This design comes from an exercise in tuning for small area, a short achievable clock period and few clock cycles per item on the open sky130 flow, not from production work.
In this exercise RTL edits were held to simulation tests only and were not proved equivalent to the original.
Power and IR drop assume default switching activity.

== run 1 ==
==> flow/design.v (excerpt) <==
module Fib
(
  input  clk,
  input  reset,
  input signed [32-1 : 0] fib_n,
  output signed [64-1 : 0] fib_return,
  output  fib_busy,
  input  fib_req
);
  wire [63:0] romv;
  wire r0866;
  wire r0867;
  wire r0868;
  wire r0869;
  wire r0870;
  wire r0871;
  wire r0872;
  wire r0873;
  wire r0874;
  wire r0875;
  wire r0876;
  wire r0877;
  wire r0878;
  wire r0879;
  wire r0880;
  wire r0881;
  wire r0882;
  wire r0883;
  wire r0884;
  wire r0885;
  wire r0886;
  wire r0887;
  wire r0888;
  wire r0889;
  wire r0890;
  wire r0891;
  wire r0892;
  wire r0893;
  wire r0894;
  wire r0895;
  wire r0896;
  wire r0897;
  wire r0898;
  wire r0899;
  wire r0900;
  wire r0901;
  wire r0902;
  wire r0903;
  wire r0904;
  wire r0905;
  wire r0906;
  wire r0907;
  wire r0908;
  wire r0909;
  wire r0910;
  wire r0911;
  wire r0912;
  wire r0913;
  wire r0914;
  wire r0915;
  wire r0916;
  wire r0917;
  wire r0918;
  wire r0919;
  wire r0920;
  wire r0921;
  wire r0922;
  wire r0923;
  wire r0924;
  wire r0925;
  wire r0926;
  wire r0927;
  wire r0928;
  wire r0929;
  wire r0930;
  wire r0931;
  wire r0932;
  wire r0933;
  wire r0934;
  wire r0935;
  wire r0936;
  wire r0937;
  wire r0938;
  wire r0939;
  wire r0940;
  wire r0941;
  wire r0942;
  wire r0943;
  wire r0944;
  wire r0945;
  wire r0946;
  wire r0947;
  wire r0948;
  wire r0949;
  wire r0950;
  wire r0951;
  wire r0952;
  wire r0953;
  wire r0954;
  wire r0955;
  wire r0956;
  wire r0957;
  wire r0958;
  wire r0959;
  wire r0960;
  wire r0961;
  wire r0962;
  wire r0963;
  wire r0964;
  wire r0965;
  wire r0966;
  wire r0967;
  wire r0968;
  wire r0969;
  wire r0970;
  wire r0971;
  wire r0972;
  wire r0973;
  wire r0974;
  wire r0975;
  wire r0976;
  wire r0977;
  wire r0978;
  wire r0979;
  ...
Settings: LEC_CHECK=0, ABC_AREA=1, CAP_MARGIN=20, CORE_MARGIN=2, CORE_UTILIZATION=40, PLACE_DENSITY=0.85, SETUP_SLACK_MARGIN=2.5, SLEW_MARGIN=20; clock period 5.0 ns.
standard.sh (not shown) runs the stock make flow with config.mk's settings and CLKGATE_MAP_FILE= SYNTH_SCRIPT=/design/flow/synth_recipe.tcl, a recipe that flattens the netlist after the stock synthesis.
==> flow/flow/run.sh <==
#!/bin/bash
set -euo pipefail
export BUFFER_PORTS_ARGS="-buffer_cell sky130_fd_sc_hd__buf_1"
export CTS_ARGS="-sink_clustering_enable -repair_clock_nets -buf_list sky130_fd_sc_hd__clkbuf_8 -dont_use_dummy_load"
bash standard.sh > standard_flow.log 2>&1
Run 1 completed; timing, DRC and antenna clean
Testbench counts of run 1, summed over its fixed seeds: cycles 1,024, requests 1,024.
#### Input delta (run 2 over run 1)
- PLACE_DENSITY removed (was 0.85)
- CORE_UTILIZATION changed from 40 to 50
Notes after the runs:
- Total power: higher on run 1
- Summary of the comparison: normalized max-slew margin is higher in run 2, relative to run 1.
- Clock slew seen by the registers of the worst setup and hold paths is lower on run 2
- Library cell contributing the largest single delay on the critical path = nand4_1: run 2; library cell contributing the largest single delay on the critical path = clkinvlp_4: run 1
- Changes observed in run 2 relative to run 1: worst setup slack lower, total length of routed wires lower, number of logic stages on the critical path including buffering higher.
- Hold slack across run 2 and run 1: no real change.
- Sequential share of the synthesized area came out exactly the same in run 2 and run 1.
- Run 2 and run 1 ended up with roughly the same net count of the finished layout.
- Run 1 -> run 2: half-perimeter wire length after detailed placement decreased by more than 10%
Modified inputs, run 3 compared to run 2
- PLACE_DENSITY newly set to 0.75
- CORE_UTILIZATION changed from 50 to 40
--- a/flow/flow/run.sh
+++ b/flow/flow/run.sh
@@ -1,0 +2,4 @@
+# The standard layout (standard.sh), with three choices made here:
+#  - ports are buffered with buf_1,
+#  - the clock tree uses clkbuf_8 and no dummy loads,
+#  - the slow 4-input NOR/OR cells are added to the platform's don't-use list.
@@ -5 +9,11 @@
-bash standard.sh > standard_flow.log 2>&1
+platform_dont_use=$(make -s -f - <<EOM
+PLATFORM_DIR=$FLOW_HOME/platforms/sky130hd
+include $FLOW_HOME/platforms/sky130hd/config.mk
+all:
+	@echo \$(DONT_USE_CELLS)
+EOM
+)
+extra=""
+for c in nor4 nor4b nor4bb or4 or4b or4bb; do for s in 1 2 4; do extra="$extra sky130_fd_sc_hd__${c}_$s"; done; done
+echo "DONT_USE_CELLS=$platform_dont_use$extra" > dont_use.log
+bash standard.sh "DONT_USE_CELLS=$platform_dont_use$extra" finish > standard_flow.log 2>&1
## What came out
Run 3 against run 2: clock buffer and inverter area fraction after layout stayed essentially flat; post-route fraction of the period consumed by the critical path fell by 0.56 points.
The top layer reached by signal wires comes out met4 in one run and met5 in the other, namely in run 2 and run 3 respectively.
Run 3 ends up with higher critical path depth than run 2 does.
Core util | run 3 vs run 2 | run 3 lower
Cmp run 3 vs run 2: sequential share of power lower in run 3
Relative to run 2, the global-route usage of run 3 is lower by 7.5 points.
Min final worst-path setup slack across run 3 and run 2: run 2
Core area, run 3 vs run 2: up by more than a quarter
The run showing the greater final standard cell count with taps included and fillers excluded is run 3.

Another version of the RTL of Fib (not shown whole).
Size in the first run: about 170 flip-flops, about 100 I/O pins, ~0.0084 mm^2 of cells after synthesis.
==> flow/config.mk <==
export PLATFORM = sky130hd
export DESIGN_NAME = Fib
export DESIGN_NICKNAME = Fib
export VERILOG_FILES = /design/flow/design.v
export SDC_FILE = /design/flow/constraint.sdc
export NUM_CORES = 4
export LEC_CHECK = 0
export ABC_AREA = 1
export CAP_MARGIN = 20
export CORE_MARGIN = 2
export CORE_UTILIZATION = 40
export PLACE_DENSITY = 0.85
export SETUP_SLACK_MARGIN = 2.5
export SLEW_MARGIN = 20
==> flow/constraint.sdc <==
create_clock -name core_clock -period 5.0 [get_ports {clk}]
set_input_delay 1.0000 -clock core_clock [delete_from_list [all_inputs] [get_ports {clk}]]
set_output_delay 1.0000 -clock core_clock [all_outputs]
set_load 0.01 [all_outputs]
==> flow/flow/run.sh <==
#!/bin/bash
set -euo pipefail
export BUFFER_PORTS_ARGS="-buffer_cell sky130_fd_sc_hd__buf_1"
export CTS_ARGS="-sink_clustering_enable -repair_clock_nets -dont_use_dummy_load"
bash standard.sh > standard_flow.log 2>&1
The starting point went through all stages and came out clean.
Testbench counts at the start, summed over its fixed seeds: cycles 1,024, requests 1,024.
Next try:
SETUP_SLACK_MARGIN = 2.6   (was 2.5)
What happened: Maximum frequency climbs by 3.6%. Cell count climbs by 0.89%. Total power climbs by 0.38%. Via count climbs by 2.4%. Worst hold slack improved by 0.0052 ns.
Next try:
==> flow/flow/run.sh (replaced) <==
#!/bin/bash
set -euo pipefail
export BUFFER_PORTS_ARGS="-buffer_cell sky130_fd_sc_hd__buf_1"
export CTS_ARGS="-sink_clustering_enable -repair_clock_nets -dont_use_dummy_load -buf_list {sky130_fd_sc_hd__clkbuf_8 sky130_fd_sc_hd__clkbuf_16}"
bash standard.sh > standard_flow.log 2>&1
SETUP_SLACK_MARGIN = 2.5   (was 2.6)
Clock skew is about the same.
Sequential power hardly moves.
Routed wire length went up by 1.2%.
Synthesized area is unchanged.
Power went down by 0.37%.
Next try:
==> flow/flow/run.sh (replaced) <==
#!/bin/bash
set -euo pipefail
export BUFFER_PORTS_ARGS="-buffer_cell sky130_fd_sc_hd__buf_1"
export CTS_ARGS="-sink_clustering_enable -repair_clock_nets -dont_use_dummy_load"
bash standard.sh > standard_flow.log 2>&1
SETUP_SLACK_MARGIN = 2.9   (was 2.5)
Outcome: Clock power hardly moves; register-to-register slack gains 0.21 ns; cell area grows by 17%; sequential share of layout area goes down by 4.9 points; global-route usage goes up by 1.3 points; total power climbs by 4.8%; synthesized area does not change; setup slack improved by 0.26 ns; clock-buffer cell count is unchanged; non-clock buffer count grows by 74; routed wire length went up by 5.7%.

[re-timing with driven ports]
No port has a modelled driver above. Below, the same layouts with a new extraction and two added sets of constraints. Step 1 sets driving cells, clkbuf_16 on the clock port and buf_2 on the other inputs (assumed; they add their load-dependent delay and slew). Step 2 adds t to the input delays and takes it off the output delays; t is the mean of the earliest and latest rising clock arrival at the registers after step 1. Input paths then give back, and output paths get back, about the clock's delay inside the block. Slacks: ideal ports / drivers / drivers and shift; pairs: ideal ports / drivers.
run	t (ns)	setup slack, ns	worst register clock-pin slew, ns
run 1	0.475	2.463 / 2.467 / 1.992	0.11 / 0.11
run 2	0.489	2.358 / 2.365 / 1.877	0.10 / 0.10
run 3	0.483	2.386 / 2.412 / 1.930	0.10 / 0.10
the first run of note 2	0.470	2.444 / 2.456 / 1.987	0.09 / 0.09
the second run of note 2	0.469	2.532 / 2.555 / 2.086	0.09 / 0.09
the third run of note 2	0.470	2.444 / 2.456 / 1.987	0.09 / 0.09
the fourth run of note 2	0.463	2.705 / 2.591 / 2.129	0.08 / 0.08
After both steps setup and hold are still met in every run listed. For the fourth run of note 2, which loses most, drivers alone change the setup slack by -0.114 ns; drivers and shift together by -0.576 ns.
